Source: an optimization exercise on an open RTL-to-GDS flow (aim: small area and a short achievable clock period). Production flows keep margins and buffers that such runs may drop.
In this exercise RTL edits were held to simulation tests only and were not proved equivalent to the original.
No activity file was given, so power comes from the tool's default toggle rates.

===== flow/config.mk =====
export PLATFORM = sky130hd
export DESIGN_NAME = execute
export DESIGN_NICKNAME = execute
export VERILOG_FILES = /design/flow/design.v
export SDC_FILE = /design/flow/constraint.sdc
export NUM_CORES = 4
export LEC_CHECK = 0
export ABC_AREA = 1
export CAP_MARGIN = 20
export CORE_MARGIN = 2
export CORE_UTILIZATION = 60
export PLACE_DENSITY = 0.75
export SLEW_MARGIN = 20
export SYNTH_HIERARCHICAL = 1
export SYNTH_MINIMUM_KEEP_SIZE = 0

===== flow/constraint.sdc =====
create_clock -name core_clock -period 110.0 [get_ports {clk}]
set_input_delay 22.0000 -clock core_clock [delete_from_list [all_inputs] [get_ports {clk}]]
set_output_delay 22.0000 -clock core_clock [all_outputs]
set_load 0.01 [all_outputs]

===== flow/design.v =====
typedef enum bit [4:0] {
    ARITHMETIC,
    MEMORY,
    BRANCH,
    JUMP
} OP_TYPES;
typedef enum bit [5:0] {
    ADD,
    SUB,
    XOR,
    OR,
    AND,
    SLL,
    SRL,
    SRA,
    SLT,
    SLTU,
    EQ,
    LUI,
    AUIPC,
    MUL,
    MULH,
    MULSU,
    MULU,
    DIV,
    DIVU,
    REM,
    REMU
} ARITHMETIC_TYPES;
typedef enum bit [5:0] {
    LB,
    LH,
    LW,
    LBU,
    LHU,
    SB,
    SH,
    SW
} MEMORY_TYPES;
typedef enum bit [5:0] {
    BEQ,
    BNE,
    BLT,
    BGE,
    BLTU,
    BGEU
} BRANCH_TYPES;
typedef enum bit [5:0] {
    JAL,
    JALR
} JUMP_TYPES;
typedef struct packed {
    logic [31:0] instr_addr;  
    logic [4:0] op_type;  
    logic [6:0] op_spec;  
    logic [4:0] rd_ind;  
    logic [31:0] rs1_dat;  
    logic [31:0] rs2_dat;  
    logic [31:0] imm_val;  
} d_e_WI;
typedef struct packed {
    logic [4:0] op_type;   
    logic [6:0] op_spec;  
    logic [4:0] rd_ind;  
    logic [31:0] reg_dat;  
    logic [31:0] jmp_addr;  
    logic jmp_tk;  
} e_w_WI;
module radd #(
    parameter int N = 32
) (
    input  logic [N-1:0] x,
    input  logic [N-1:0] y,
    input  logic         ci,
    output logic [N-1:0] s,
    output logic         co
);
    logic [N:0] c;
    assign c[0] = ci;
    for (genvar i = 0; i < N; ++i) begin : g_fa
        assign s[i] = x[i] ^ y[i] ^ c[i];
        assign c[i + 1] = (x[i] & y[i]) | (c[i] & (x[i] ^ y[i]));
    end
    assign co = c[N];
endmodule
module fadd (
    input  logic [31:0] x,
    input  logic [31:0] y,
    input  logic        ci,
    output logic [31:0] s,
    output logic        co
);
    logic [31:0] G [6];
    logic [31:0] P [6];
    assign G[0] = (x & y) | {31'b0, ci & (x[0] | y[0])};
    assign P[0] = x | y;
    for (genvar l = 0; l < 5; ++l) begin : g_l
        for (genvar i = 0; i < 32; ++i) begin : g_b
            if (((i >> l) & 1) == 1) begin : g_m
                assign G[l + 1][i] = G[l][i] | (P[l][i] & G[l][((i >> l) << l) - 1]);
                assign P[l + 1][i] = P[l][i] & P[l][((i >> l) << l) - 1];
            end else begin : g_p
                assign G[l + 1][i] = G[l][i];
                assign P[l + 1][i] = P[l][i];
            end
        end
    end
    assign s = x ^ y ^ {G[5][30:0], ci};
    assign co = G[5][31];
endmodule
module finc (
    input  logic [31:0] x,
    input  logic        ci,
    output logic [31:0] s
);
    logic [31:0] G [6];
    logic [31:0] P [6];
    assign G[0] = {31'b0, ci & x[0]};
    assign P[0] = x;
    for (genvar l = 0; l < 5; ++l) begin : g_l
        for (genvar i = 0; i < 32; ++i) begin : g_b
            if (((i >> l) & 1) == 1) begin : g_m
                assign G[l + 1][i] = G[l][i] | (P[l][i] & G[l][((i >> l) << l) - 1]);
                assign P[l + 1][i] = P[l][i] & P[l][((i >> l) << l) - 1];
            end else begin : g_p
                assign G[l + 1][i] = G[l][i];
                assign P[l + 1][i] = P[l][i];
            end
        end
    end
    assign s = x ^ {G[5][30:0], ci};
endmodule
module md_rows #(
    parameter int JH = 31,
    parameter int JL = 0
) (
    input  logic           div,
    input  logic [31:0]    acc_in,
    input  logic [31:0]    y,
    input  logic           ci,
    input  logic [JH:JL]   ssel,
    output logic [JH:JL]   q,
    output logic [31:0]    acc_out
);
    function automatic integer lg2(input integer n);
        begin
            lg2 = 0;
            while ((1 << lg2) < n) lg2 = lg2 + 1;
        end
    endfunction
    logic [31:0] acc [JL:JH + 1];
    assign acc[JH + 1] = acc_in;
    for (genvar j = JH; j >= JL; --j) begin : g_row
        localparam int N = 32 - j;
        localparam int L = (N <= 1) ? 1 : lg2(N);
        localparam int M = 1 << L;
        logic [N-1:0] x, yy, c, cin;
        logic co, sel;
        assign x = acc[j + 1][31:j];
        assign yy = y[N-1:0];
        logic [M-1:0] G [2 * L];
        logic [M-1:0] P [2 * L];
        assign G[0] = {{(M - N){1'b0}}, (x & yy) | {{(N - 1){1'b0}}, ci & (x[0] | yy[0])}};
        assign P[0] = {{(M - N){1'b0}}, x | yy};
        for (genvar l = 0; l < L; ++l) begin : g_up
            for (genvar i = 0; i < M; ++i) begin : g_b
                if (((i + 1) % (1 << (l + 1))) == 0) begin : g_m
                    assign G[l + 1][i] = G[l][i] | (P[l][i] & G[l][i - (1 << l)]);
                    assign P[l + 1][i] = P[l][i] & P[l][i - (1 << l)];
                end else begin : g_p
                    assign G[l + 1][i] = G[l][i];
                    assign P[l + 1][i] = P[l][i];
                end
            end
        end
        for (genvar d = 0; d < L - 1; ++d) begin : g_dn
            localparam int LL = L - 2 - d;
            for (genvar i = 0; i < M; ++i) begin : g_b
                if (((i + 1) % (1 << (LL + 1))) == (1 << LL) && i >= (1 << (LL + 1))) begin : g_m
                    assign G[L + d + 1][i] = G[L + d][i] | (P[L + d][i] & G[L + d][i - (1 << LL)]);
                    assign P[L + d + 1][i] = P[L + d][i] & P[L + d][i - (1 << LL)];
                end else begin : g_p
                    assign G[L + d + 1][i] = G[L + d][i];
                    assign P[L + d + 1][i] = P[L + d][i];
                end
            end
        end
        if (N > 1) begin : g_n
            assign c = G[2 * L - 1][N-1:0];
            assign cin = {c[N-2:0], ci};
        end else begin : g_1
            assign c = G[0][0];
            assign cin = ci;
        end
        assign co = c[N-1];
        assign sel = div ? (co & ssel[j]) : ssel[j];
        assign q[j] = sel;
        if (j > 0) begin : g_lo
            assign acc[j] = {x ^ ({N{sel}} & (yy ^ cin)), acc[j + 1][j-1:0]};
        end else begin : g_lo0
            assign acc[j] = x ^ ({N{sel}} & (yy ^ cin));
        end
    end
    assign acc_out = acc[JL];
endmodule
module execute (
    input logic clk,
    input logic rst_n,
    input logic [31:0] instr_addr,  
    input logic [4:0] op_type,  
    input logic [6:0] op_spec,  
    input logic [4:0] rd_ind,  
    input logic [31:0] rs1_dat,  
    input logic [31:0] rs2_dat,  
    input logic [31:0] imm_val,  
    output logic [4:0] e_op_type,
    output logic [6:0] e_op_spec,
    output logic [4:0] e_rd_ind,
    output logic [31:0] e_reg_dat,
    output logic [31:0] e_jmp_addr,
    output logic e_jmp_tk,
    input logic flush,
    output logic [31:0] mem_addr_out,  
    output logic [31:0] mem_dat_out,  
    output logic mem_read_en,  
    output logic mem_write_en,  
    input logic stall_in_bk,  
    input logic stall_in_ft,  
    output logic stall_out_ft  
);
    localparam int K = 14;
    logic t_ar, t_mem, t_br, t_jmp;
    assign t_ar  = (op_type == 5'd0);
    assign t_mem = (op_type == 5'd1);
    assign t_br  = (op_type == 5'd2);
    assign t_jmp = (op_type == 5'd3);
    logic [5:0] sp;
    assign sp = op_spec[5:0];
    logic [31:0] a, b;
    assign a = rs1_dat;
    assign b = op_spec[6] ? imm_val : rs2_dat;
    logic do_sub;
    assign do_sub = t_br | (t_ar & (sp != 6'd0));
    logic [31:0] cb;
    assign cb = t_ar ? b : (t_br ? rs2_dat : imm_val);
    logic [31:0] as;
    logic as_co;
    fadd u_as (.x(a), .y(cb ^ {32{do_sub}}), .ci(do_sub), .s(as), .co(as_co));
    logic ltu, lt, eq;
    assign ltu = ~as_co;
    assign lt  = (a[31] ^ cb[31]) ? a[31] : ltu;
    assign eq  = (as == 32'b0);
    logic [31:0] pc_imm, pc4;
    logic unused_co1, unused_co2;
    radd #(.N(32)) u_pci (.x(instr_addr), .y(imm_val), .ci(1'b0), .s(pc_imm), .co(unused_co1));
    radd #(.N(30)) u_pc4 (.x(instr_addr[31:2]), .y(30'b0), .ci(1'b1), .s(pc4[31:2]), .co(unused_co2));
    assign pc4[1:0] = instr_addr[1:0];
    logic md_op, md_div, md_shr, md_sra, md_sh;
    assign md_op  = t_ar & ((sp == 6'd5) | (sp == 6'd6) | (sp == 6'd7) | (sp == 6'd13)
                          | (sp == 6'd17) | (sp == 6'd19));
    assign md_div = sp[4];                    
    assign md_sh  = ~sp[3] & ~sp[4];          
    assign md_shr = sp[1];                    
    assign md_sra = sp[1] & sp[0] & a[31];    
    logic [31:0] a_rev;
    for (genvar i = 0; i < 32; ++i) begin : g_rev
        assign a_rev[i] = a[31 - i];
    end
    logic [31:0] shx;
    assign shx = (md_shr ? a_rev : a) ^ {32{md_sra}};
    logic [31:0] sdec;
    for (genvar i = 0; i < 32; ++i) begin : g_dec
        assign sdec[i] = (b[4:0] == i);
    end
    logic [31:0] hz;
    assign hz[0] = 1'b1;
    for (genvar j = 1; j < 32; ++j) begin : g_hz
        assign hz[j] = b[31] ? ((&b[31:32 - j]) & (|b[31 - j:0])) : ~|b[31:32 - j];
    end
    logic [31:0] md_y, md_ssel;
    logic md_ci;
    assign md_y    = md_div ? (b ^ {32{~b[31]}}) : (md_sh ? shx : b);
    assign md_ci   = md_div & ~b[31];
    assign md_ssel = md_div ? hz : (md_sh ? sdec : a);
    logic [31:K] q_hi;
    logic [31:0] acc_mid;
    md_rows #(.JH(31), .JL(K)) u_md_hi (
        .div(md_div),
        .acc_in(md_div ? (a ^ {32{a[31]}}) : 32'b0),
        .y(md_y),
        .ci(md_ci),
        .ssel(md_ssel[31:K]),
        .q(q_hi),
        .acc_out(acc_mid)
    );
    logic nq;
    assign nq = (a[31] ^ b[31]) & (b != 32'b0);
    logic [31:0] reg_dat, jmp_addr;
    logic jmp_tk;
    always_comb begin
        reg_dat = 32'b0;
        if (t_ar) begin
            case (sp)
                6'd0, 6'd1: reg_dat = as;
                6'd2: reg_dat = a ^ b;
                6'd3: reg_dat = a | b;
                6'd4: reg_dat = a & b;
                6'd8: reg_dat = {31'b0, lt};
                6'd9: reg_dat = {31'b0, ltu};
                6'd11: reg_dat = imm_val;
                6'd12: reg_dat = pc_imm;
                default: reg_dat = 32'b0;
            endcase
        end else if (t_jmp) begin
            reg_dat = pc4;
        end
    end
    always_comb begin
        jmp_addr = 32'b0;
        if (t_br) jmp_addr = pc_imm;
        else if (t_jmp) begin
            if (op_spec == 7'd0) jmp_addr = pc_imm;
            else if (op_spec == 7'd1) jmp_addr = {as[31:1], 1'b0};
        end
    end
    always_comb begin
        jmp_tk = 1'b0;
        if (t_jmp) jmp_tk = 1'b1;
        else if (t_br) begin
            case (op_spec)
                7'd0: jmp_tk = eq;
                7'd1: jmp_tk = ~eq;
                7'd2: jmp_tk = lt;
                7'd3: jmp_tk = ~lt;
                7'd4: jmp_tk = ltu;
                7'd5: jmp_tk = ~ltu;
                default: jmp_tk = 1'b0;
            endcase
        end
    end
    always_comb begin
        mem_addr_out = t_mem ? as : 32'b0;
        mem_read_en  = t_mem & (op_spec <= 7'd4);
        mem_write_en = t_mem & (op_spec >= 7'd5) & (op_spec <= 7'd7);
        case (op_spec)
            7'd5: mem_dat_out = {24'b0, rs2_dat[7:0]};
            7'd6: mem_dat_out = {16'b0, rs2_dat[15:0]};
            7'd7: mem_dat_out = rs2_dat;
            default: mem_dat_out = 32'b0;
        endcase
        if (!t_mem) mem_dat_out = 32'b0;
    end
    localparam int W = 17 + 32 + 32 + 1 + 1 + (32 - K) + K + 7;
    logic [W-1:0] e_d, e_q;
    assign e_d = flush ? '0 : {
        op_type, op_spec, rd_ind,
        md_op ? acc_mid : reg_dat,
        md_op ? md_y : jmp_addr,
        jmp_tk,
        md_op,
        q_hi,
        md_ssel[K-1:0],
        md_div, md_shr, md_sh, md_sra, a[31], nq, md_ci
    };
    always_ff @(posedge clk) begin
        if (~rst_n) e_q <= '0;
        else if (~stall_in_ft) e_q <= e_d;
    end
    logic [4:0] r_op_type, r_rd_ind;
    logic [6:0] r_op_spec;
    logic [31:0] r_f1, r_f2;
    logic r_jmp_tk, r_md;
    logic [31:K] r_q;
    logic [K-1:0] r_ss;
    logic r_div, r_shr, r_sh, r_sra, r_a31, r_nq, r_ci;
    assign {r_op_type, r_op_spec, r_rd_ind, r_f1, r_f2, r_jmp_tk, r_md, r_q, r_ss,
            r_div, r_shr, r_sh, r_sra, r_a31, r_nq, r_ci} = e_q;
    logic [K-1:0] q_lo;
    logic [31:0] md_r;
    md_rows #(.JH(K - 1), .JL(0)) u_md_lo (
        .div(r_div),
        .acc_in(r_f1),
        .y(r_f2),
        .ci(r_ci),
        .ssel(r_ss),
        .q(q_lo),
        .acc_out(md_r)
    );
    logic [31:0] md_q;
    assign md_q = {r_q, q_lo};
    logic [31:0] ex, ey, en;
    assign ex = ~md_r;
    assign ey = ~r_f2;
    assign en[0] = (ex[0] ^ ey[0]) ~^ ~r_ci;
    for (genvar i = 1; i < 32; ++i) begin : g_e
        assign en[i] = (ex[i] ^ ey[i]) ~^ (ex[i - 1] | ey[i - 1]);
    end
    logic e;
    assign e = r_a31 & (&en);
    logic [31:0] qx, div_res, rem_res, md_rrev, md_res;
    logic qci;
    assign qx = md_q ^ {32{r_nq}};
    assign qci = r_nq ^ e;
    finc u_qc (.x(qx), .ci(qci), .s(div_res));
    assign rem_res = r_a31 ? (e ? 32'b0 : ~md_r) : md_r;
    for (genvar i = 0; i < 32; ++i) begin : g_rrev
        assign md_rrev[i] = md_r[31 - i] ^ r_sra;
    end
    always_comb begin
        if (r_div) md_res = r_shr ? rem_res : div_res;
        else if (r_sh & r_shr) md_res = md_rrev;
        else md_res = md_r;
    end
    assign e_op_type  = flush ? 5'b0 : r_op_type;
    assign e_op_spec  = flush ? 7'b0 : r_op_spec;
    assign e_rd_ind   = flush ? 5'b0 : r_rd_ind;
    assign e_reg_dat  = flush ? 32'b0 : (r_md ? md_res : r_f1);
    assign e_jmp_addr = (flush | r_md) ? 32'b0 : r_f2;
    assign e_jmp_tk   = flush ? 1'b0 : r_jmp_tk;
    logic s_q;
    always_ff @(posedge clk) begin
        if (~rst_n) s_q <= 1'b0;
        else s_q <= stall_in_bk | flush;
    end
    assign stall_out_ft = s_q;
endmodule

===== flow/flow/run.sh =====
#!/bin/bash
# The standard layout, except that synthesis maps the multiply/divide array rows
# (the md_rows modules, kept as separate modules by SYNTH_HIERARCHICAL) with their
# own ABC script and delay target; everything else uses the standard ABC script.
set -euo pipefail
W=$(pwd)
F=$W/flow
{
  cat <<EOT
proc abc {args} {
  set i [lsearch -exact \$args -script]
  set rargs [lreplace \$args [expr {\$i + 1}] [expr {\$i + 1}] $F/abc_rows.script]
  yosys abc {*}\$rargs *md_rows*
  yosys abc {*}\$args * *md_rows* %d
}
EOT
  cat "$W/synth_recipe.tcl"
} > "$W/synth_rows.tcl"
bash "$W/standard.sh" SYNTH_SCRIPT="$W/synth_rows.tcl" finish > "$W/flow_make.log" 2>&1

===== flow/flow/abc_rows.script =====
strash
dch
map -D 20000
topo
stime -c
buffer -c
upsize -c -D 20000
dnsize -c -D 20000

===== flow/standard.sh =====
#!/bin/bash
# synth_recipe.tcl (not shown) runs the flow's synth.tcl, then flattens the netlist and writes it again
# the make line also repeats each setting of config.mk as NAME=value (left out here)
make -C /OpenROAD-flow-scripts/flow DESIGN_CONFIG=/design/flow/config.mk WORK_HOME=/design/flow/orfs CLKGATE_MAP_FILE= SYNTH_SCRIPT=/design/flow/synth_recipe.tcl "${@:-finish}"

==> metrics.md, run 1 <==
| Metric | Value |
|---|---|
| Crit path kind | register to output port |
| Power Dens Cells | about 13 nW/um2 |
| Pleak | between 20 and 30 nW |
| H-tree levels | 4 |
| Endpoints failing setup | 0 |
| Synth Cell Area | roughly 52000 um2 |
| Detailed Route WL | roughly 250000 um |
| PostCTS Resize Cnt | 0 |
| Synth warn | between 80 and 90 |
| Outcome | timing/DRC/antenna clean |
| Vias | 65.9k |
| Max incr delay on CP | between 0.9 and 1 ns |
| DRC | 0 |
| Slew headroom | about 20% |
| Nets | ~9.5k |
| Die area | 89700 um2 |
| Slew Limit Fails | 0 |
| I/O Pins | 299 |
| Total gr overflow | 0 |
| Clock skew | 0 ns |
| Cts bufs inserted | 17 |
| Detailed Routing Iterations Pass 1 | 13 |
| Reg clk slew, reported paths | ~0.060 ns |
| Worst setup margin | ~49 ns |
| Worst Hold End | e_q[120] |
| Remaining antenna violation count | 0 |
| Critical R2R Launch | e_q[52] |
| Port buffer count | 298 |
| R2r worst-path depth | 5 |
| Die width | 300 um |
| FF-to-FF End | e_q[52] |
| Fin crit share | 55.2% |
| Slowest-stage cell, CP | and2_1 |
| Max-cap check violation count | 0 |
| CTS Sinks | 121 |
| Post-CTS Setup Inserts | 0 |
| Syn Area/Cell | around 5.7 um2 |
| Core box area | between 80000 and 90000 um2 |
| Gr usage total | between 50% and 60% |
| Hold Crit Class | register to register |
| Syn-to-layout area delta | 4.27% |
| CP startpoint kind | register |
| Worst EP required | around 90 ns |
| Antenna violations before repair | 16 |
| GR Layer Usage met2 | roughly 80% |
| Hold Buf Count CTS | 0 |
| Final hold vios | 0 |
| Min-delay src | e_q[120] |
| Mapped Cells | ~9.1k |
| Vias in the first global route | around 60k |
| Grt met3 use | 14.6% |
| RSZ-0062 raised after global routing | no |
| CP Data Arrival Time | 38.74 ns |
| Largest net degree at the start of global routing | 83 |
| Peak supply drop | 0.0308 mV |
| R2R setup slack | about 110 ns |
| GR peak layer | met2 |
| Post-Place Setup Slack | around 51 ns |
| Clock root buffer | clkbuf_16 |
| Num rows | about 110 |
| Clock Latency Late Sink | ~0.45 ns |
| Worst-path fanout max | 50 |
| CP dominant cell by count | nand2_1 |
| Hold Path Depth | 2 |
| Vias/cell | approximately 6.4 |
| Min cycle time layout | between 60 and 70 ns |
| Initial DRC count | between 10k and 15k |
| WL/cell | 24.3 um |
| Layout cells sized above 1 | roughly 9% |
| Post-DP HPWL | 191000 um |
| Clock Tree Buf Depth | 2 |
| Worst Max-Slew Pin Slew | between 1 and 1.5 ns |
| Grt met1 use | between 60 and 70% |
| Initial Util | about three fifths |
| Fmax | around 16 MHz |
| CTS tree | done |
| Setup crit end kind | output port |
| GPL Wtd Cong | around 1.1 |
| First-pass GRT wire length | between 300000 and 400000 um |
| Total negative slack | 0 ns |
| Die Height | between 200 and 300 um |
==> routing by layer <==
metal  part of all wire [%]  vias to the layer above
li1                       -                    29712
met1                     34                    29623
met2                     40                     5077
met3                     14                     1481
met4                     11                       18
met5                  0.073                        -
==> report_power, final <==
group,total [mW],internal [mW],switching (mW)
sequential,0.0461,0.0448,0.00129
combinational,0.603,0.181,0.422
clock,0.0577,0.0337,0.0240
==> flip-flops by register name (all words and copies together), names as in the netlist <==
name  flops
s_q       1
e_q     120
==> final cells by class <==
| cell class | count | area, um2 |
|---|---|---|
| Tap cell | 1155 | 1450 |
| Fill cell | 8219 | 32000 |
| Timing Repair Buffer | 436 | 4040 |
| Multi-Input combinational cell | 7500 | 42200 |
| Clock inverter | 15 | 168 |
| Sequential cell | 121 | 2430 |
| Clock buffer | 17 | 425 |
| Inverter | 1032 | 3890 |
| Antenna cell | 8 | 20.0 |
==> through the flow <==
step / instance area (um2) / hold slack, ns / power [mW] / instances / utilization (%)
detailed placement: 54000 / 0.458 / 0.613 / 10241 / 62.3
global route: 54600 / 0.482 / 0.760 / 10278 / 63.1
floorplan: 52500 / 0.445 / 0.486 / 9162 / -
global placement: 54000 / 0.453 / 0.592 / 10241 / 62.3
finish: 54700 / 0.466 / 0.706 / 10284 / 63.1
CTS: 54600 / 0.466 / 0.672 / 10273 / 63.0
==> placed cells by master (no fill, tap or decap), types with 16 or more instances in the layout <==
cell type,count
o211ai_1,87
o21bai_1,23
o21ai_2,52
xor2_1,579
inv_1,947
nor4_1,21
xor2_2,24
nor2_2,42
nand2_1,2385
nand2_4,19
nand4_1,213
ha_1,160
o22ai_1,34
nand3b_1,33
nand3_1,596
nand2_2,116
conb_1,34
or2_2,53
a21oi_1,631
o2111ai_1,26
inv_2,60
dfxtp_1,113
clkinv_1,20
a211oi_1,16
o21a_1,39
a31oi_1,62
xnor2_1,113
fa_1,68
nor3_1,88
a22oi_1,55
o21ai_1,66
o21ai_0,457
nor2_1,1006
nand3_2,50
clkbuf_16,17
a21oi_2,48
o221ai_1,18
clkdlybuf4s50_1,294
buf_4,138
==> worst max-delay path, delay by kind of cell, from the launching register on <==
| family | cells | cell delay, ns |
|---|---|---|
| compound gates | 73 | 17.40 |
| simple gates | 93 | 13.78 |
| buf+inv | 18 | 3.81 |
| xor+xnor | 10 | 2.05 |
| fa+ha+maj | 3 | 0.72 |
| flops | 1 | 0.29 |
==> how the worst max path moves through the flow <==
stage	start	end	slack, ns	cells after the start
floorplan	e_q[0]	e_reg_dat[31]	62.33	205
global placement	e_q[44]	e_reg_dat[19]	51.79	198
detailed placement	e_q[44]	e_reg_dat[19]	50.61	198
CTS	e_q[44]	e_reg_dat[22]	50.02	198
global route	e_q[44]	e_reg_dat[19]	46.28	198
finish	e_q[44]	e_reg_dat[19]	49.26	197
==> run 2, diff against run 1 <==
--- a/flow/config.mk
+++ b/flow/config.mk
@@ -9,6 +9,5 @@
 export CAP_MARGIN = 20
 export CORE_MARGIN = 2
-export CORE_UTILIZATION = 60
-export PLACE_DENSITY = 0.75
+export CORE_UTILIZATION = 40
 export SLEW_MARGIN = 20
 export SYNTH_HIERARCHICAL = 1
==> metrics.md, run 2 <==
| Metric | Value |
|---|---|
| Outcome | timing/DRC/antenna clean (unchanged) |
| Fmax | 16.2 MHz (was 16.5 MHz) |
| Die area | 134000 um2 (was 89700 um2) |
| PostCTS Resize Cnt | 0 (unchanged) |
| DRC | 0 (unchanged) |
| Most common library cell in the layout ignoring fill and taps | nand2_1 (unchanged) |
| Slew Limit Fails | 0 (unchanged) |
| Commonest cells after routing, fill and taps aside | nand2_1 (2385), nor2_1 (1006), inv_1 (946) (was nand2_1 (2385), nor2_1 (1006), inv_1 (947)) |
| Fin crit share | 56.1% (was 55.2%) |
| Reg clk slew, reported paths | 0.06 ns (about the same) |
| Post-CTS Setup Inserts | 0 (unchanged) |
| Hold Buf Count CTS | 0 (unchanged) |
| Total negative slack | 0 ns (unchanged) |
| Slew headroom | 23.1% (was 20.5%) |
| Detailed Route WL | 261000 um (was 250000 um) |
| Worst Max-Slew Pin Slew | 1.15 ns (was 1.18 ns) |
| Remaining antenna violation count | 0 (unchanged) |
| CTS Sinks | 121 (unchanged) |
| Largest net degree at the start of global routing | 90 (was 83) |
| H-tree levels | 4 (unchanged) |
| Pleak | 25.6 nW (was 25.5 nW) |
| Num rows | 132 (was 108) |
| Synth warn | 81 (unchanged) |
| Total gr overflow | 0 (unchanged) |
| Top flop regs | e_q (120), s_q (1) (unchanged) |
| Synth Cell Area | 52400 um2 (unchanged) |
| Clock Tree Buf Depth | 2 (unchanged) |
| Layout cells sized above 1 | 9.02% (was 8.97%) |
| Max reg flops | 120 (unchanged) |
| Antenna violations before repair | 8 (was 16) |
| I/O Pins | 299 (unchanged) |
| Power Dens Cells | 12.8 nW/um2 (was 12.9 nW/um2) |
| WL/cell | 24.0 um (was 24.3 um) |
| Endpoints failing setup | 0 (unchanged) |
| Vias in the first global route | 57.5k (was 59.7k) |
| Die width | 366 um (was 300 um) |
| CTS tree | done (unchanged) |
| Crit path kind | register to output port (unchanged) |
| CP startpoint kind | register (unchanged) |
| Max incr delay on CP | 0.93 ns (about the same) |
| First-pass GRT wire length | 377000 um (was 364000 um) |
| Clock root buffer | clkbuf_16 (unchanged) |
| Worst-path fanout max | 61 (was 50) |
| Max-cap check violation count | 0 (unchanged) |
| Post-DP HPWL | 206000 um (was 191000 um) |
| Clock skew | 0 ns (unchanged) |
| Die Height | 366 um (was 300 um) |
| Fin Hold WS | 0.460 ns (was 0.466 ns) |
| Final hold vios | 0 (unchanged) |
| Peak supply drop | 0.0200 mV (was 0.0308 mV) |
| RSZ-0062 raised after global routing | no (unchanged) |
| Cts bufs inserted | 17 (unchanged) |
| Nets | 9492 (was 9486) |
| Biggest register | e_q (unchanged) |
| Hold Crit Class | register to register (unchanged) |
| GPL Wtd Cong | 1.04 (was 1.09) |
| Mapped Cells | 9130 (unchanged) |
| Syn Area/Cell | 5.74 um2 (unchanged) |
| Initial DRC count | 7007 (was 10.1k) |
| Setup crit end kind | output port (unchanged) |
| Clock Latency Late Sink | 0.47 ns (was 0.45 ns) |
| Worst EP required | 88.00 ns (about the same) |
| Min cycle time layout | 61.69 ns (was 60.74 ns) |
| Initial Util | 40.4% (was 60.5%) |
| CP dominant cell by count | nand2_1 (unchanged) |
| Slowest-stage cell, CP | and2_1 (unchanged) |
| Vias | 62.8k (was 65.9k) |
| Gr usage total | 37.1% (was 53.2%) |
| Core box area | 130000 um2 (was 86600 um2) |
| CP Data Arrival Time | 39.69 ns (was 38.74 ns) |
| Vias/cell | 5.77 (was 6.41) |
| Detailed Routing Iterations Pass 1 | 9 (was 13) |
| Syn-to-layout area delta | 5.84% (was 4.27%) |
| Port buffer count | 298 (unchanged) |
run 2: cell type report:
type | instances | area (um2)
Antenna cell | 2 | 5.00
Clock buffer | 19 | 453
Clock inverter | 13 | 238
Fill cell | 14499 | 74300
Inverter | 1032 | 3890
Multi-Input combinational cell | 7500 | 42200
Sequential cell | 121 | 2430
Tap cell | 1742 | 2180
Timing Repair Buffer | 442 | 4060
run 2: where the power goes:
part | switching (mW) | internal, mW | leakage, nW | total (mW)
Sequential | 0.00105 | 0.0448 | 0.983 | 0.0458
Combinational | 0.413 | 0.181 | 24.3 | 0.595
Clock | 0.0241 | 0.0438 | 0.338 | 0.0679
Total | 0.438 | 0.270 | 25.6 | 0.708
run 2: worst paths after layout:
check	start	end	slack, ns	cells past startpoint
setup / recovery	e_q[46]	e_reg_dat[21]	48.31	196
hold / removal	e_q[120]	e_q[120]	0.46	2
setup reg to reg	e_q[63]	e_q[63]	108.34	5
hold reg to reg	e_q[120]	e_q[120]	0.46	2
run 2: critical path, delay by kind of cell, from the launching register on:
kind                     cells  cell delay [ns]
flip-flops                   1             0.31
buffers and inverters       17             3.95
AND/OR/NAND/NOR             91            13.11
XOR/XNOR                    10             2.11
AO/OA/AOI/OAI               75            18.81
adder cells (fa/ha/maj)      3             0.72
run 2: stage by stage:
stage | utilization (%) | instance area, um2 | total power, mW | setup WS, ns | instances
2_1_floorplan | - | 52500 | 0.486 | 62.33 | 9162
3_3_place_gp | 42.2 | 54800 | 0.619 | 50.21 | 10835
3_5_place_dp | 42.2 | 54800 | 0.629 | 49.52 | 10836
4_1_cts | 42.7 | 55500 | 0.699 | 48.89 | 10868
5_1_grt | 42.7 | 55500 | 0.773 | 44.96 | 10869
6_report | 42.7 | 55500 | 0.708 | 48.31 | 10871
run 2: metal layers:
| layer | vias up | GRT usage, % | wire (um) |
|---|---|---|---|
| li1 | 29717 | - | - |
| met1 | 29219 | 46.0 | 105000 |
| met2 | 3100 | 58.8 | 113000 |
| met3 | 717 | 6.11 | 21600 |
| met4 | 8 | 25.5 | 20900 |
| met5 | - | 0 | 51 |
==> run 3, diff against run 2 <==
--- a/flow/design.v
+++ b/flow/design.v
@@ -131,5 +131,78 @@
     assign s = x ^ {G[5][30:0], ci};
 endmodule
-module md_rows #(
+module md_rows_hi #(
+    parameter int JH = 31,
+    parameter int JL = 0
+) (
+    input  logic           div,
+    input  logic [31:0]    acc_in,
+    input  logic [31:0]    y,
+    input  logic           ci,
+    input  logic [JH:JL]   ssel,
+    output logic [JH:JL]   q,
+    output logic [31:0]    acc_out
+);
+    function automatic integer lg2(input integer n);
+        begin
+            lg2 = 0;
+            while ((1 << lg2) < n) lg2 = lg2 + 1;
+        end
+    endfunction
+    logic [31:0] acc [JL:JH + 1];
+    assign acc[JH + 1] = acc_in;
+    for (genvar j = JH; j >= JL; --j) begin : g_row
+        localparam int N = 32 - j;
+        localparam int L = (N <= 1) ? 1 : lg2(N);
+        localparam int M = 1 << L;
+        logic [N-1:0] x, yy, c, cin;
+        logic co, sel;
+        assign x = acc[j + 1][31:j];
+        assign yy = y[N-1:0];
+        logic [M-1:0] G [2 * L];
+        logic [M-1:0] P [2 * L];
+        assign G[0] = {{(M - N){1'b0}}, (x & yy) | {{(N - 1){1'b0}}, ci & (x[0] | yy[0])}};
+        assign P[0] = {{(M - N){1'b0}}, x | yy};
+        for (genvar l = 0; l < L; ++l) begin : g_up
+            for (genvar i = 0; i < M; ++i) begin : g_b
+                if (((i + 1) % (1 << (l + 1))) == 0) begin : g_m
+                    assign G[l + 1][i] = G[l][i] | (P[l][i] & G[l][i - (1 << l)]);
+                    assign P[l + 1][i] = P[l][i] & P[l][i - (1 << l)];
+                end else begin : g_p
+                    assign G[l + 1][i] = G[l][i];
+                    assign P[l + 1][i] = P[l][i];
+                end
+            end
+        end
+        for (genvar d = 0; d < L - 1; ++d) begin : g_dn
+            localparam int LL = L - 2 - d;
+            for (genvar i = 0; i < M; ++i) begin : g_b
+                if (((i + 1) % (1 << (LL + 1))) == (1 << LL) && i >= (1 << (LL + 1))) begin : g_m
+                    assign G[L + d + 1][i] = G[L + d][i] | (P[L + d][i] & G[L + d][i - (1 << LL)]);
+                    assign P[L + d + 1][i] = P[L + d][i] & P[L + d][i - (1 << LL)];
+                end else begin : g_p
+                    assign G[L + d + 1][i] = G[L + d][i];
+                    assign P[L + d + 1][i] = P[L + d][i];
+                end
+            end
+        end
+        if (N > 1) begin : g_n
+            assign c = G[2 * L - 1][N-1:0];
+            assign cin = {c[N-2:0], ci};
+        end else begin : g_1
+            assign c = G[0][0];
+            assign cin = ci;
+        end
+        assign co = c[N-1];
+        assign sel = div ? (co & ssel[j]) : ssel[j];
+        assign q[j] = sel;
+        if (j > 0) begin : g_lo
+            assign acc[j] = {x ^ ({N{sel}} & (yy ^ cin)), acc[j + 1][j-1:0]};
+        end else begin : g_lo0
+            assign acc[j] = x ^ ({N{sel}} & (yy ^ cin));
+        end
+    end
+    assign acc_out = acc[JL];
+endmodule
+module md_rows_lo #(
     parameter int JH = 31,
     parameter int JL = 0
@@ -229,5 +302,5 @@
     output logic stall_out_ft  
 );
-    localparam int K = 14;
+    localparam int K = 13;
     logic t_ar, t_mem, t_br, t_jmp;
     assign t_ar  = (op_type == 5'd0);
@@ -273,17 +346,37 @@
         assign sdec[i] = (b[4:0] == i);
     end
+    logic [31:0] yd, ryd;
+    assign yd = b ^ {32{~b[31]}};
+    for (genvar i = 0; i < 32; ++i) begin : g_ryd
+        assign ryd[i] = yd[31 - i];
+    end
+    logic [31:0] PA [6];
+    logic [31:0] PO [6];
+    assign PA[0] = ryd;
+    assign PO[0] = b;
+    for (genvar l = 0; l < 5; ++l) begin : g_pl
+        for (genvar i = 0; i < 32; ++i) begin : g_pb
+            if (((i >> l) & 1) == 1) begin : g_m
+                assign PA[l + 1][i] = PA[l][i] & PA[l][((i >> l) << l) - 1];
+                assign PO[l + 1][i] = PO[l][i] | PO[l][((i >> l) << l) - 1];
+            end else begin : g_p
+                assign PA[l + 1][i] = PA[l][i];
+                assign PO[l + 1][i] = PO[l][i];
+            end
+        end
+    end
     logic [31:0] hz;
     assign hz[0] = 1'b1;
     for (genvar j = 1; j < 32; ++j) begin : g_hz
-        assign hz[j] = b[31] ? ((&b[31:32 - j]) & (|b[31 - j:0])) : ~|b[31:32 - j];
+        assign hz[j] = PA[5][j - 1] & (~b[31] | PO[5][31 - j]);
     end
     logic [31:0] md_y, md_ssel;
     logic md_ci;
-    assign md_y    = md_div ? (b ^ {32{~b[31]}}) : (md_sh ? shx : b);
+    assign md_y    = md_div ? yd : (md_sh ? shx : b);
     assign md_ci   = md_div & ~b[31];
     assign md_ssel = md_div ? hz : (md_sh ? sdec : a);
     logic [31:K] q_hi;
     logic [31:0] acc_mid;
-    md_rows #(.JH(31), .JL(K)) u_md_hi (
+    md_rows_hi #(.JH(31), .JL(K)) u_md_hi (
         .div(md_div),
         .acc_in(md_div ? (a ^ {32{a[31]}}) : 32'b0),
@@ -295,5 +388,5 @@
     );
     logic nq;
-    assign nq = (a[31] ^ b[31]) & (b != 32'b0);
+    assign nq = (a[31] ^ b[31]) & PO[5][31];
     logic [31:0] reg_dat, jmp_addr;
     logic jmp_tk;
@@ -353,5 +446,5 @@
     localparam int W = 17 + 32 + 32 + 1 + 1 + (32 - K) + K + 7;
     logic [W-1:0] e_d, e_q;
-    assign e_d = flush ? '0 : {
+    assign e_d = {
         op_type, op_spec, rd_ind,
         md_op ? acc_mid : reg_dat,
@@ -364,5 +457,5 @@
     };
     always_ff @(posedge clk) begin
-        if (~rst_n) e_q <= '0;
+        if (~rst_n | (flush & ~stall_in_ft)) e_q <= '0;
         else if (~stall_in_ft) e_q <= e_d;
     end
@@ -378,5 +471,5 @@
     logic [K-1:0] q_lo;
     logic [31:0] md_r;
-    md_rows #(.JH(K - 1), .JL(0)) u_md_lo (
+    md_rows_lo #(.JH(K - 1), .JL(0)) u_md_lo (
         .div(r_div),
         .acc_in(r_f1),
@@ -402,5 +495,7 @@
     assign qx = md_q ^ {32{r_nq}};
     assign qci = r_nq ^ e;
-    finc u_qc (.x(qx), .ci(qci), .s(div_res));
+    logic [31:0] qx1;
+    finc u_qc (.x(qx), .ci(1'b1), .s(qx1));
+    assign div_res = qci ? qx1 : qx;
     assign rem_res = r_a31 ? (e ? 32'b0 : ~md_r) : md_r;
     for (genvar i = 0; i < 32; ++i) begin : g_rrev
==> flow/flow/run.sh (replaced) <==
#!/bin/bash
# The standard layout, except that synthesis maps some modules (kept separate by
# SYNTH_HIERARCHICAL) with their own ABC scripts and delay targets:
#   md_rows_hi / md_rows_lo (the multiply/divide array rows before / after the
#   result register): flow/abc_hi.script / flow/abc_lo.script
#   execute (the top module's own logic): flow/abc_top.script
# Every other module (the fast adders) uses the standard ABC script.
set -euo pipefail
W=$(pwd)
F=$W/flow
{
  cat <<EOT
proc abc {args} {
  set i [lsearch -exact \$args -script]
  foreach {sel scr} {*md_rows_hi* abc_hi *md_rows_lo* abc_lo execute abc_top} {
    yosys abc {*}[lreplace \$args [expr {\$i + 1}] [expr {\$i + 1}] $F/\$scr.script] \$sel
  }
  yosys abc {*}\$args * *md_rows_hi* %d *md_rows_lo* %d execute %d
}
EOT
  cat "$W/synth_recipe.tcl"
} > "$W/synth_split.tcl"
bash "$W/standard.sh" SYNTH_SCRIPT="$W/synth_split.tcl" finish > "$W/flow_make.log" 2>&1
==> flow/flow/abc_hi.script (new file) <==
strash
dch
map -D 14000
topo
stime -c
buffer -c
upsize -c -D 14000
dnsize -c -D 14000
==> flow/flow/abc_lo.script (new file) <==
strash
dch
map -D 14000
topo
stime -c
buffer -c
upsize -c -D 14000
dnsize -c -D 14000
==> flow/flow/abc_top.script (new file) <==
strash
dch
map -D 2500
topo
stime -c
buffer -c
upsize -c -D 2500
dnsize -c -D 2500
--- a/flow/config.mk
+++ b/flow/config.mk
@@ -9,5 +9,6 @@
 export CAP_MARGIN = 20
 export CORE_MARGIN = 2
-export CORE_UTILIZATION = 40
+export CORE_UTILIZATION = 60
+export PLACE_DENSITY = 0.75
 export SLEW_MARGIN = 20
 export SYNTH_HIERARCHICAL = 1
removed: flow/flow/abc_rows.script
==> metrics.md, run 3 <==
| Metric | Value |
|---|---|
| Clock Latency Late Sink | 0.43 ns (was 0.47 ns) |
| Remaining antenna violation count | 0 (unchanged) |
| GPL Wtd Cong | 1.14 (was 1.04) |
| Fmax | 17.1 MHz (was 16.2 MHz) |
| Die width | 315 um (was 366 um) |
| Vias in the first global route | 69.8k (was 57.5k) |
| Final hold vios | 0 (unchanged) |
| R2R setup slack | 108.16 ns (was 108.34 ns) |
| Worst EP required | 88.00 ns (about the same) |
| Fin crit share | 53.2% (was 56.1%) |
| Total negative slack | 0 ns (unchanged) |
| Largest net degree at the start of global routing | 102 (was 90) |
| Top flop regs | e_q (120), s_q (1) (unchanged) |
| Biggest register | e_q (unchanged) |
| Synth warn | 83 (was 81) |
| CP dominant cell by count | nand3_1 (was nand2_1) |
| First-pass GRT wire length | 400000 um (was 377000 um) |
| FF+latch area | 2430 um2 (about the same) |
| Placed cell areas | 60100 um2 (was 54800 um2) |
| Mapped Cells | 10.2k (was 9130) |
| Post-CTS Setup Inserts | 0 (unchanged) |
| Max reg flops | 120 (unchanged) |
| Die area | 99200 um2 (was 134000 um2) |
| Setup crit end kind | output port (unchanged) |
| Port buffer count | 298 (unchanged) |
| Worst Hold End | e_q[106] (was e_q[120]) |
| Vias/cell | 6.71 (was 5.77) |
| Endpoints failing setup | 0 (unchanged) |
| Post-route insts no fill | 11.4k (was 10.9k) |
| Clock Tree Buf Depth | 2 (unchanged) |
| Min cycle time layout | 58.55 ns (was 61.69 ns) |
| Num rows | 114 (was 132) |
| Slew Limit Fails | 0 (unchanged) |
| Total gr overflow | 0 (unchanged) |
| Hold Crit Class | register to register (unchanged) |
| Commonest cells after routing, fill and taps aside | nand2_1 (2525), nand3_1 (1353), inv_1 (1140) (was nand2_1 (2385), nor2_1 (1006), inv_1 (946)) |
| WL/cell | 23.5 um (was 24.0 um) |
| Peak supply drop | 0.0151 mV (was 0.0200 mV) |
| RSZ-0062 raised after global routing | no (unchanged) |
| Worst setup margin | 51.45 ns (was 48.31 ns) |
| Pleak | 29.2 nW (was 25.6 nW) |
| Fin util | 63.1% (was 42.7%) |
| Critical R2R Launch | e_q[58] (was e_q[63]) |
| Most common library cell in the layout ignoring fill and taps | nand2_1 (unchanged) |
| DRC | 0 (unchanged) |
| Slowest-stage cell, CP | and2_1 (unchanged) |
| Worst-path fanout max | 65 (was 61) |
| Gr usage total | 51.6% (was 37.1%) |
| Cts bufs inserted | 17 (unchanged) |
| Core box area | 96300 um2 (was 130000 um2) |
| Initial DRC count | 11.5k (was 7007) |
| Syn Area/Cell | 5.67 um2 (was 5.74 um2) |
| Hold Buf Count CTS | 0 (unchanged) |
| Clock skew | 0 ns (unchanged) |
| Pwr Total | 0.658 mW (was 0.708 mW) |
| H-tree levels | 4 (unchanged) |
| Worst Max-Slew Pin Slew | 1.28 ns (was 1.15 ns) |
| Antenna violations before repair | 12 (was 8) |
| Syn-to-layout area delta | 4.74% (was 5.84%) |
| Detailed Route WL | 268000 um (was 261000 um) |
| CTS tree | done (unchanged) |
| Layout cells sized above 1 | 7.95% (was 9.02%) |
| Multi-input logic area | 47500 um2 (was 42200 um2) |
| Max-cap check violation count | 0 (unchanged) |
| Post-layout instance area | 60800 um2 (was 55500 um2) |
| CP startpoint kind | register (unchanged) |
| Power Dens Cells | 10.8 nW/um2 (was 12.8 nW/um2) |
| Reg clk slew, reported paths | 0.07 ns (was 0.06 ns) |
| Outcome | timing/DRC/antenna clean (unchanged) |
| Post-Place Cells | 11.4k (was 10.8k) |
| Hold Path Depth | 2 (unchanged) |
| Vias | 76.6k (was 62.8k) |
| Post-DP HPWL | 202000 um (was 206000 um) |
| Fill count | 9476 (was 14.5k) |
| R2r worst-path depth | 3 (was 5) |
| PostCTS Resize Cnt | 0 (unchanged) |
| Synth Cell Area | 58000 um2 (was 52400 um2) |
| FF-to-FF End | e_q[58] (was e_q[63]) |
| Clock root buffer | clkbuf_16 (unchanged) |
| Fin Hold WS | 0.469 ns (was 0.460 ns) |
| I/O Pins | 299 (unchanged) |
| Slew headroom | 13.6% (was 23.1%) |
| Min-delay src | e_q[106] (was e_q[120]) |
| Crit path kind | register to output port (unchanged) |
| Detailed Routing Iterations Pass 1 | 9 (unchanged) |
| Die Height | 315 um (was 366 um) |
| CTS Sinks | 121 (unchanged) |
| CP Data Arrival Time | 36.55 ns (was 39.69 ns) |
| Nets | 10.5k (was 9492) |
| Post-Place Setup Slack | 53.41 ns (was 49.52 ns) |
| Initial Util | 60.3% (was 40.4%) |
| Max incr delay on CP | 0.93 ns (about the same) |
[run 3: area by class of cell]
| class | instances | area share [%] |
|---|---|---|
| tap | 1276 | 2.63 |
| inverter | 1190 | 7.40 |
| timing repair buffer | 457 | 6.91 |
| multi-input combinational | 8343 | 78.1 |
| sequential | 121 | 4.00 |
| antenna | 5 | 0.0206 |
| clock inverter | 15 | 0.292 |
| clock buffer | 17 | 0.700 |
[run 3: worst max path at each step]
stage,from,endpoint,slack (ns)
after floorplan,op_spec[4],mem_addr_out[17],62.54
after global placement,e_q[44],e_reg_dat[31],54.52
after detailed placement,e_q[44],e_reg_dat[31],53.41
after CTS,e_q[44],e_reg_dat[31],52.88
after global routing,e_q[50],e_reg_dat[25],48.77
final,e_q[50],e_reg_dat[25],51.45
[run 3: power breakdown]
group / internal, mW / switching (mW)
combinational: 0.159 / 0.390
clock: 0.0343 / 0.0260
sequential: 0.0458 / 0.00340
[run 3: critical path: cells and delay by family (launching register included)]
kind | cells | cell delay, ns
and+or+nand+nor | 65 | 12.60
buffers and inverters | 9 | 4.03
adders and majority gates | 1 | 0.35
AOI/OAI and AO/OA | 62 | 18.02
DFF | 1 | 0.56
xor gates and xnor gates | 1 | 0.23
[run 3: layer usage]
layer / track usage, % / share of wire [%] / wire length (um) / up-vias
met5: 0 / 0.021 / 57 / -
met4: 45.2 / 11 / 28400 / 10
met3: 16.1 / 14 / 36400 / 1653
met2: 77.6 / 41 / 111000 / 5641
met1: 58.9 / 35 / 93000 / 34553
li1: - / - / - / 34751
==> run 4, diff against run 3 <==
==> flow/flow/abc_hi.script (replaced) <==
strash
dch
map -D 20000
topo
stime -c
buffer -c
upsize -c -D 20000
dnsize -c -D 20000
==> flow/flow/abc_lo.script (replaced) <==
strash
dch
map -D 20000
topo
stime -c
buffer -c
upsize -c -D 20000
dnsize -c -D 20000
==> metrics.md, run 4 <==
| Metric | Value |
|---|---|
| I/O Pins | 299 (unchanged) |
| Outcome | aborted with a tool error (was timing/DRC/antenna clean) |
| Die Height | 292 um (was 315 um) |
| Num rows | 105 (was 114) |
| Hold Buf Count CTS | 0 (unchanged) |
| Total gr overflow | 2 |
| Syn Area/Cell | 5.86 um2 (was 5.67 um2) |
| Failed at | global routing |
| Initial Util | 60.6% (was 60.3%) |
| Clock root buffer | clkbuf_16 (unchanged) |
| First-pass GRT wire length | about 330000 um |
| Post-Place Setup Slack | 51.43 ns (was 53.41 ns) |
| Largest net degree at the start of global routing | ~120 |
| Post-DP HPWL | 170000 um (was 202000 um) |
| Clock Tree Buf Depth | 2 (unchanged) |
| Synth Cell Area | 49800 um2 (was 58000 um2) |
| Vias in the first global route | ~55k |
| Post-Place Cells | 9520 (was 11.4k) |
| Port buffer count | 298 (unchanged) |
| CTS Sinks | 121 (unchanged) |
| GPL Wtd Cong | 1.15 (was 1.14) |
| PostCTS Resize Cnt | 0 (unchanged) |
| First error | [ERROR GRT-0116] Global routing finished with congestion. Check the congestion regions in the DRC Viewer. |
| Gr usage total | between 50 and 60% |
| H-tree levels | 4 (unchanged) |
| Cts bufs inserted | 17 (unchanged) |
| Post-CTS Setup Inserts | 0 (unchanged) |
| Die width | 292 um (was 315 um) |
| Synth warn | 83 (unchanged) |
| Mapped Cells | 8489 (was 10.2k) |
==> run 4: worst max path at each step <==
stage	startpoint	end	slack, ns	cells past startpoint
after floorplan	op_spec[4]	mem_addr_out[17]	62.54	24
after CTS	e_q[42]	e_reg_dat[31]	50.88	188
after global placement	e_q[42]	e_reg_dat[31]	52.45	188
after detailed placement	e_q[42]	e_reg_dat[31]	51.43	190
==> run 4: power groups by stage <==
stage | sequential (mW) | combinational [mW] | clock [mW]
2_1_floorplan | 0.0484 | 0.428 | 0
3_3_place_gp | 0.0506 | 0.536 | 0
3_5_place_dp | 0.0506 | 0.550 | 0
4_1_cts | 0.0497 | 0.553 | 0.0573
==> run 4: per-stage QoR <==
stage / util, % / instance area [um2]
floorplan: - / 49900
global placement: 62.8 / 51500
detailed placement: 62.8 / 51500
CTS: 63.5 / 52100
==> run 4: metal layers <==
layer	GRT overflow	track usage [%]
met2	0	75.0
met4	2	44.0
met1	0	59.2
met5	0	0
met3	0	14.4
==> run 5, diff against run 4 <==
--- a/flow/flow/run.sh
+++ b/flow/flow/run.sh
@@ -5,5 +5,6 @@
 #   result register): flow/abc_hi.script / flow/abc_lo.script
 #   execute (the top module's own logic): flow/abc_top.script
-# Every other module (the fast adders) uses the standard ABC script.
+#   fadd (the ALU / address adder): flow/abc_fadd.script
+# Every other module uses the standard ABC script.
 set -euo pipefail
 W=$(pwd)
@@ -13,8 +14,8 @@
 proc abc {args} {
   set i [lsearch -exact \$args -script]
-  foreach {sel scr} {*md_rows_hi* abc_hi *md_rows_lo* abc_lo execute abc_top} {
+  foreach {sel scr} {*md_rows_hi* abc_hi *md_rows_lo* abc_lo execute abc_top fadd abc_fadd} {
     yosys abc {*}[lreplace \$args [expr {\$i + 1}] [expr {\$i + 1}] $F/\$scr.script] \$sel
   }
-  yosys abc {*}\$args * *md_rows_hi* %d *md_rows_lo* %d execute %d
+  yosys abc {*}\$args * *md_rows_hi* %d *md_rows_lo* %d execute %d fadd %d
 }
 EOT
==> flow/flow/abc_fadd.script (new file) <==
strash
dch
map -D 3500
topo
stime -c
buffer -c
upsize -c -D 3500
dnsize -c -D 3500
==> flow/flow/abc_top.script (replaced) <==
strash
dch
map -D 2000
topo
stime -c
buffer -c
upsize -c -D 2000
dnsize -c -D 2000
--- a/flow/config.mk
+++ b/flow/config.mk
@@ -9,6 +9,6 @@
 export CAP_MARGIN = 20
 export CORE_MARGIN = 2
-export CORE_UTILIZATION = 60
-export PLACE_DENSITY = 0.75
+export CORE_UTILIZATION = 50
+export PLACE_DENSITY = 0.65
 export SLEW_MARGIN = 20
 export SYNTH_HIERARCHICAL = 1
==> metrics.md, run 5 <==
| Metric | Value |
|---|---|
| Slew headroom | 17.4% |
| Slew Limit Fails | 0 |
| CP Data Arrival Time | approximately 38 ns |
| I/O Pins | 299 (unchanged) |
| Synth warn | 83 (unchanged) |
| PostCTS Resize Cnt | 0 (unchanged) |
| Internal power | between 0.2 and 0.25 mW |
| Slowest-stage cell, CP | xnor2_1 |
| Max reg flops | 120 |
| Port buffer count | 298 (unchanged) |
| Max incr delay on CP | approximately 0.97 ns |
| Power Dens Cells | 13.3 nW/um2 |
| Setup crit end kind | output port |
| WL/cell | 24.1 um |
| Total negative slack | 0 ns |
| Nets | 8750 |
| CTS Sinks | 121 (unchanged) |
| Largest net degree at the start of global routing | 106 |
| Core box area | approximately 98000 um2 |
| Clock group share of total power | a little under 9% |
| Most common library cell in the layout ignoring fill and taps | nand2_1 |
| Worst EP required | around 90 ns |
| Initial Util | 50.4% (was 60.6%) |
| Vias/cell | approximately 6.1 |
| Reg clk slew, reported paths | around 0.07 ns |
| Number of buffers and inverters on the critical path | 13 |
| First-pass GRT wire length | about 340000 um |
| Crit path kind | register to output port |
| Biggest register | e_q |
| Syn-to-layout area delta | 5.59% |
| GPL Wtd Cong | 1.07 (was 1.15) |
| GR Layer Usage met2 | roughly two thirds |
| Detailed Route WL | ~230000 um |
| Syn Area/Cell | 5.90 um2 (was 5.86 um2) |
| Mapped Cells | 8375 (was 8489) |
| Remaining antenna violation count | 0 |
| Die width | 318 um (was 292 um) |
| H-tree levels | 4 (unchanged) |
| Die area | between 100000 and 150000 um2 |
| Clock Tree Buf Depth | 2 (unchanged) |
| Gr usage total | between 40% and 50% |
| Fin crit share | a little over half |
| CP startpoint kind | register |
| Antenna violations before repair | 7 |
| Worst-path fanout max | 45 |
| CTS tree | done |
| Cts bufs inserted | 17 (unchanged) |
| Logic pwr share | a little over four fifths |
| Clock Latency Late Sink | around 0.49 ns |
| CP dominant cell by count | nand2_1 |
| Max-cap check violation count | 0 |
| Post-DP HPWL | 182000 um (was 170000 um) |
| Sw Share | between 60 and 70% |
| Grt met1 use | about 52% |
| Total gr overflow | 0 |
| GR peak layer | met2 |
| Worst Max-Slew Pin Slew | around 1.2 ns |
| Vias in the first global route | around 53k |
| Outcome | timing/DRC/antenna clean (was aborted with a tool error) |
| Fill count | 10.5k |
| Layout cells sized above 1 | under 10% |
| Clock root buffer | clkbuf_16 (unchanged) |
| Top delay family on crit path | compound AO/OA/AOI/OAI gates |
| Detailed Routing Iterations Pass 1 | 6 |
| Endpoints failing setup | 0 |
| Fin util | between 50% and 60% |
| DRC | 0 |
| Num rows | 115 (was 105) |
| Hold Crit Class | register to register |
| Seq pwr share | between 7 and 8% |
| Switching Power | between 0.4 and 0.5 mW |
| Fmax | 16.6 MHz |
| Grt met3 use | a little over a tenth |
| Min cycle time layout | ~60 ns |
| Post-CTS Setup Inserts | 0 (unchanged) |
| Clock skew | 0 ns |
| Top flop regs | e_q (120), s_q (1) |
| Pleak | between 20 and 25 nW |
| Initial DRC count | roughly 7k |
| Synth Cell Area | 49400 um2 (was 49800 um2) |
| Commonest cells after routing, fill and taps aside | nand2_1 (1711), inv_1 (939), nor2_1 (919) |
| Vias | 58.6k |
| Final hold vios | 0 |
| Die Height | 318 um (was 292 um) |
| RSZ-0062 raised after global routing | no |
| Peak supply drop | roughly 0.02 mV |
| Hold Buf Count CTS | 0 (unchanged) |
[run 5: worst paths after layout]
kind,from,to,slack (ns),depth (start not counted)
worst max-delay path,e_q[41],e_reg_dat[0],49.84,186
worst min-delay path,e_q[105],e_q[105],0.47,2
worst max register to register,e_q[60],e_q[60],108.23,3
worst min register to register,e_q[105],e_q[105],0.47,2
[run 5: worst reg2reg max path, stage by stage, from the launching register on]
cell,delay [ns]
dfxtp_1,0.88
buf_4,0.52
o21ai_0,0.15
a21oi_1,0.15
[run 5: cell type report]
class | instances | area (um2) | area share, %
clock inverter | 15 | 154 | 0.295
inverter | 1006 | 3790 | 7.26
sequential | 121 | 2420 | 4.65
antenna | 2 | 5.00 | 0.00959
multi-input combinational | 6783 | 39700 | 76.1
clock buffer | 17 | 425 | 0.815
tap | 1287 | 1610 | 3.09
timing repair buffer | 443 | 4070 | 7.81
[run 5: through the flow]
stage / hold slack (ns) / setup WS [ns] / cells / total power [mW] / area, um2
after floorplan: 0.445 / 62.26 / 8408 / 0.475 / 49500
after global placement: 0.452 / 51.56 / 9639 / 0.605 / 51600
after detailed placement: 0.457 / 50.83 / 9639 / 0.613 / 51600
after CTS: 0.467 / 50.20 / 9671 / 0.675 / 52100
after global routing: 0.486 / 46.52 / 9673 / 0.749 / 52200
final: 0.468 / 49.84 / 9674 / 0.695 / 52200
[run 5: layer usage]
layer | vias up | share of wire (%)
li1 | 27608 | -
met1 | 26895 | 37
met2 | 3325 | 42
met3 | 806 | 11
met4 | 10 | 9.4
met5 | - | 0.027
[run 5: power groups by stage]
| stage | combinational (mW) | sequential, mW | clock, mW |
|---|---|---|---|
| 2_1_floorplan | 0.426 | 0.0484 | 0 |
| 3_3_place_gp | 0.555 | 0.0499 | 0 |
| 3_5_place_dp | 0.563 | 0.0500 | 0 |
| 4_1_cts | 0.566 | 0.0490 | 0.0605 |
| 5_1_grt | 0.638 | 0.0493 | 0.0620 |
| 6_report | 0.585 | 0.0492 | 0.0603 |
==> run 6, diff against run 5 <==
--- a/flow/design.v
+++ b/flow/design.v
@@ -132,5 +132,5 @@
 endmodule
 module md_rows_hi #(
-    parameter int JH = 31,
+    parameter int JH = 0,
     parameter int JL = 0
 ) (
@@ -143,8 +143,23 @@
     output logic [31:0]    acc_out
 );
-    function automatic integer lg2(input integer n);
+    function automatic [31:0] bk32(input [31:0] g, input [31:0] p);
+        reg [31:0] G, P;
+        integer l, i;
         begin
-            lg2 = 0;
-            while ((1 << lg2) < n) lg2 = lg2 + 1;
+            G = g;
+            P = p;
+            for (l = 0; l < 5; l = l + 1)
+                for (i = 0; i < 32; i = i + 1)
+                    if (((i + 1) % (1 << (l + 1))) == 0) begin
+                        G[i] = G[i] | (P[i] & G[i - (1 << l)]);
+                        P[i] = P[i] & P[i - (1 << l)];
+                    end
+            for (l = 3; l >= 0; l = l - 1)
+                for (i = 0; i < 32; i = i + 1)
+                    if (((i + 1) % (1 << (l + 1))) == (1 << l) && i >= (1 << (l + 1))) begin
+                        G[i] = G[i] | (P[i] & G[i - (1 << l)]);
+                        P[i] = P[i] & P[i - (1 << l)];
+                    end
+            bk32 = G;
         end
     endfunction
@@ -153,42 +168,16 @@
     for (genvar j = JH; j >= JL; --j) begin : g_row
         localparam int N = 32 - j;
-        localparam int L = (N <= 1) ? 1 : lg2(N);
-        localparam int M = 1 << L;
         logic [N-1:0] x, yy, c, cin;
         logic co, sel;
+        logic [31:0] gg, pp, cc;
         assign x = acc[j + 1][31:j];
         assign yy = y[N-1:0];
-        logic [M-1:0] G [2 * L];
-        logic [M-1:0] P [2 * L];
-        assign G[0] = {{(M - N){1'b0}}, (x & yy) | {{(N - 1){1'b0}}, ci & (x[0] | yy[0])}};
-        assign P[0] = {{(M - N){1'b0}}, x | yy};
-        for (genvar l = 0; l < L; ++l) begin : g_up
-            for (genvar i = 0; i < M; ++i) begin : g_b
-                if (((i + 1) % (1 << (l + 1))) == 0) begin : g_m
-                    assign G[l + 1][i] = G[l][i] | (P[l][i] & G[l][i - (1 << l)]);
-                    assign P[l + 1][i] = P[l][i] & P[l][i - (1 << l)];
-                end else begin : g_p
-                    assign G[l + 1][i] = G[l][i];
-                    assign P[l + 1][i] = P[l][i];
-                end
-            end
-        end
-        for (genvar d = 0; d < L - 1; ++d) begin : g_dn
-            localparam int LL = L - 2 - d;
-            for (genvar i = 0; i < M; ++i) begin : g_b
-                if (((i + 1) % (1 << (LL + 1))) == (1 << LL) && i >= (1 << (LL + 1))) begin : g_m
-                    assign G[L + d + 1][i] = G[L + d][i] | (P[L + d][i] & G[L + d][i - (1 << LL)]);
-                    assign P[L + d + 1][i] = P[L + d][i] & P[L + d][i - (1 << LL)];
-                end else begin : g_p
-                    assign G[L + d + 1][i] = G[L + d][i];
-                    assign P[L + d + 1][i] = P[L + d][i];
-                end
-            end
-        end
+        assign gg = (x & yy) | {{(N - 1){1'b0}}, ci & (x[0] | yy[0])};
+        assign pp = x | yy;
+        assign cc = bk32(gg, pp);
+        assign c = cc[N-1:0];
         if (N > 1) begin : g_n
-            assign c = G[2 * L - 1][N-1:0];
             assign cin = {c[N-2:0], ci};
         end else begin : g_1
-            assign c = G[0][0];
             assign cin = ci;
         end
@@ -205,5 +194,5 @@
 endmodule
 module md_rows_lo #(
-    parameter int JH = 31,
+    parameter int JH = 0,
     parameter int JL = 0
 ) (
@@ -216,8 +205,23 @@
     output logic [31:0]    acc_out
 );
-    function automatic integer lg2(input integer n);
+    function automatic [31:0] bk32(input [31:0] g, input [31:0] p);
+        reg [31:0] G, P;
+        integer l, i;
         begin
-            lg2 = 0;
-            while ((1 << lg2) < n) lg2 = lg2 + 1;
+            G = g;
+            P = p;
+            for (l = 0; l < 5; l = l + 1)
+                for (i = 0; i < 32; i = i + 1)
+                    if (((i + 1) % (1 << (l + 1))) == 0) begin
+                        G[i] = G[i] | (P[i] & G[i - (1 << l)]);
+                        P[i] = P[i] & P[i - (1 << l)];
+                    end
+            for (l = 3; l >= 0; l = l - 1)
+                for (i = 0; i < 32; i = i + 1)
+                    if (((i + 1) % (1 << (l + 1))) == (1 << l) && i >= (1 << (l + 1))) begin
+                        G[i] = G[i] | (P[i] & G[i - (1 << l)]);
+                        P[i] = P[i] & P[i - (1 << l)];
+                    end
+            bk32 = G;
         end
     endfunction
@@ -226,42 +230,16 @@
     for (genvar j = JH; j >= JL; --j) begin : g_row
         localparam int N = 32 - j;
-        localparam int L = (N <= 1) ? 1 : lg2(N);
-        localparam int M = 1 << L;
         logic [N-1:0] x, yy, c, cin;
         logic co, sel;
+        logic [31:0] gg, pp, cc;
         assign x = acc[j + 1][31:j];
         assign yy = y[N-1:0];
-        logic [M-1:0] G [2 * L];
-        logic [M-1:0] P [2 * L];
-        assign G[0] = {{(M - N){1'b0}}, (x & yy) | {{(N - 1){1'b0}}, ci & (x[0] | yy[0])}};
-        assign P[0] = {{(M - N){1'b0}}, x | yy};
-        for (genvar l = 0; l < L; ++l) begin : g_up
-            for (genvar i = 0; i < M; ++i) begin : g_b
-                if (((i + 1) % (1 << (l + 1))) == 0) begin : g_m
-                    assign G[l + 1][i] = G[l][i] | (P[l][i] & G[l][i - (1 << l)]);
-                    assign P[l + 1][i] = P[l][i] & P[l][i - (1 << l)];
-                end else begin : g_p
-                    assign G[l + 1][i] = G[l][i];
-                    assign P[l + 1][i] = P[l][i];
-                end
-            end
-        end
-        for (genvar d = 0; d < L - 1; ++d) begin : g_dn
-            localparam int LL = L - 2 - d;
-            for (genvar i = 0; i < M; ++i) begin : g_b
-                if (((i + 1) % (1 << (LL + 1))) == (1 << LL) && i >= (1 << (LL + 1))) begin : g_m
-                    assign G[L + d + 1][i] = G[L + d][i] | (P[L + d][i] & G[L + d][i - (1 << LL)]);
-                    assign P[L + d + 1][i] = P[L + d][i] & P[L + d][i - (1 << LL)];
-                end else begin : g_p
-                    assign G[L + d + 1][i] = G[L + d][i];
-                    assign P[L + d + 1][i] = P[L + d][i];
-                end
-            end
-        end
+        assign gg = (x & yy) | {{(N - 1){1'b0}}, ci & (x[0] | yy[0])};
+        assign pp = x | yy;
+        assign cc = bk32(gg, pp);
+        assign c = cc[N-1:0];
         if (N > 1) begin : g_n
-            assign c = G[2 * L - 1][N-1:0];
             assign cin = {c[N-2:0], ci};
         end else begin : g_1
-            assign c = G[0][0];
             assign cin = ci;
         end
@@ -302,5 +280,5 @@
     output logic stall_out_ft  
 );
-    localparam int K = 13;
+    localparam int K = 12;
     logic t_ar, t_mem, t_br, t_jmp;
     assign t_ar  = (op_type == 5'd0);
==> flow/flow/abc_hi.script (replaced) <==
strash
dch
map -D 26000
topo
stime -c
buffer -c
upsize -c -D 26000
dnsize -c -D 26000
==> flow/flow/abc_lo.script (replaced) <==
strash
dch
map -D 26000
topo
stime -c
buffer -c
upsize -c -D 26000
dnsize -c -D 26000
==> metrics.md, run 6 <==
| Metric | Value |
|---|---|
| Core box area | 90100 um2 (was 98100 um2) |
| Initial Util | 50.5% (was 50.4%) |
| RSZ-0062 raised after global routing | no (unchanged) |
| Clock Latency Late Sink | 0.48 ns (was 0.49 ns) |
| Worst Max-Slew Pin Slew | 1.20 ns (was 1.23 ns) |
| Total gr overflow | 0 (unchanged) |
| Reg clk slew, reported paths | 0.06 ns (was 0.07 ns) |
| Fin crit share | 58.4% (was 54.7%) |
| Top flop regs | e_q (120), s_q (1) (unchanged) |
| Multi-input logic area | 36500 um2 (was 39700 um2) |
| Slew headroom | 20.0% (was 17.4%) |
| Max-cap check violation count | 0 (unchanged) |
| Setup crit end kind | output port (unchanged) |
| Crit path kind | register to output port (unchanged) |
| Vias/cell | 6.00 (was 6.06) |
| Die width | 306 um (was 318 um) |
| Power Dens Cells | 15.6 nW/um2 (was 13.3 nW/um2) |
| CP Data Arrival Time | 42.27 ns (was 38.16 ns) |
| Clock skew | 0 ns (unchanged) |
| Max incr delay on CP | 0.90 ns (was 0.97 ns) |
| Min-delay src | e_q[106] (was e_q[105]) |
| Outcome | timing/DRC/antenna clean (unchanged) |
| Remaining antenna violation count | 0 (unchanged) |
| CP startpoint kind | register (unchanged) |
| Die Height | 306 um (was 318 um) |
| Cts bufs inserted | 17 (unchanged) |
| H-tree levels | 4 (unchanged) |
| Biggest register | e_q (unchanged) |
| Slew Limit Fails | 0 (unchanged) |
| Syn Area/Cell | 5.80 um2 (was 5.90 um2) |
| Fill count | 9448 (was 10.5k) |
| Min cycle time layout | 64.27 ns (was 60.16 ns) |
| Post-DP HPWL | 171000 um (was 182000 um) |
| Nets | 8246 (was 8750) |
| Clock Tree Buf Depth | 2 (unchanged) |
| Mapped Cells | 7840 (was 8375) |
| Fin Hold WS | 0.464 ns (was 0.468 ns) |
| FF+latch area | 2420 um2 (unchanged) |
| Total negative slack | 0 ns (unchanged) |
| Slowest-stage cell, CP | dfxtp_1 (was xnor2_1) |
| CTS Sinks | 121 (unchanged) |
| Largest net degree at the start of global routing | 93 (was 106) |
| Detailed Route WL | 220000 um (was 233000 um) |
| Hold Crit Class | register to register (unchanged) |
| PostCTS Resize Cnt | 0 (unchanged) |
| Top delay family on crit path | simple AND/OR/NAND/NOR gates (was compound AO/OA/AOI/OAI gates) |
| Worst-path fanout max | 32 (was 45) |
| DRC | 0 (unchanged) |
| Die area | 93400 um2 (was 101000 um2) |
-- run 6: cell type report --
class                           count  share of cell area (%)
Clock inverter                     13                   0.342
Inverter                         1057                    8.12
Timing Repair Buffer              434                    8.14
Clock buffer                       18                   0.896
Sequential cell                   121                    4.95
Multi-Input combinational cell   6237                    74.5
Antenna cell                        7                  0.0358
Tap cell                         1176                    3.00
-- run 6: routing by layer --
metal	part of all wire (%)	wire [um]	GRT usage (%)
met3	11	23200	8.86
met2	42	92300	69.2
met5	0.025	54	0
met4	9.2	20200	35.5
met1	38	84600	56.4
-- run 6: path summary, 6_finish.rpt --
kind / slack (ns) / depth (start not counted) / endpoint
worst min register to register: 0.46 / 2 / e_q[106]
worst max register to register: 107.99 / 3 / e_q[58]
worst max-delay path: 45.73 / 247 / e_reg_dat[0]
worst min-delay path: 0.46 / 2 / e_q[106]
-- run 6: worst reg2reg max path: cells and delay by family (launching register included) --
kind	cells	cell delay, ns
flops	1	0.95
compound gates	1	0.35
buf+inv	2	0.61
-- run 6: where the power goes --
part | leakage, nW | total, mW | switching (mW) | internal (mW)
Clock | 0.293 | 0.0628 | 0.0266 | 0.0362
Combinational | 20.2 | 0.652 | 0.440 | 0.212
Sequential | 0.990 | 0.0493 | 0.00337 | 0.0459
Total | 21.5 | 0.765 | 0.470 | 0.294
-- run 6: metrics by stage --
stage / util (%) / std cells / setup WS [ns] / instance area [um2]
2_1_floorplan: - / 7874 / 58.24 / 45600
3_3_place_gp: 53.6 / 9023 / 47.77 / 48300
3_5_place_dp: 53.6 / 9023 / 47.08 / 48300
4_1_cts: 54.3 / 9054 / 46.46 / 49000
5_1_grt: 54.3 / 9056 / 42.45 / 49000
6_report: 54.3 / 9063 / 45.73 / 49000

-- port drivers added, routing unchanged --
No port has a modelled driver above. Below, the same layouts with a new extraction and two added sets of constraints. Step 1 (the two cells are an assumption about what drives the block):
set clk [get_ports {clk}]
set_driving_cell -lib_cell sky130_fd_sc_hd__clkbuf_16 $clk
set_driving_cell -lib_cell sky130_fd_sc_hd__buf_2 [delete_from_list [all_inputs] $clk]
Step 2 moves the port delays by t, midway between the first and last clock arrival at a register: inputs arrive t later, outputs are due t later. That takes back most of the time a late clock gives input paths. Three values: no drivers, after step 1, after step 2; two values: the first two.
run	t (ns)	setup slack, ns	worst setup path after step 2
run 1	0.510	49.256 / 49.203 / 49.713	register to output
run 2	0.530	48.314 / 48.257 / 48.787	register to output
run 3	0.495	51.447 / 51.392 / 51.888	register to output
run 5	0.564	49.839 / 49.768 / 50.331	register to output
run 6	0.557	45.727 / 45.659 / 46.216	register to output
After both steps every run listed still meets setup and hold.
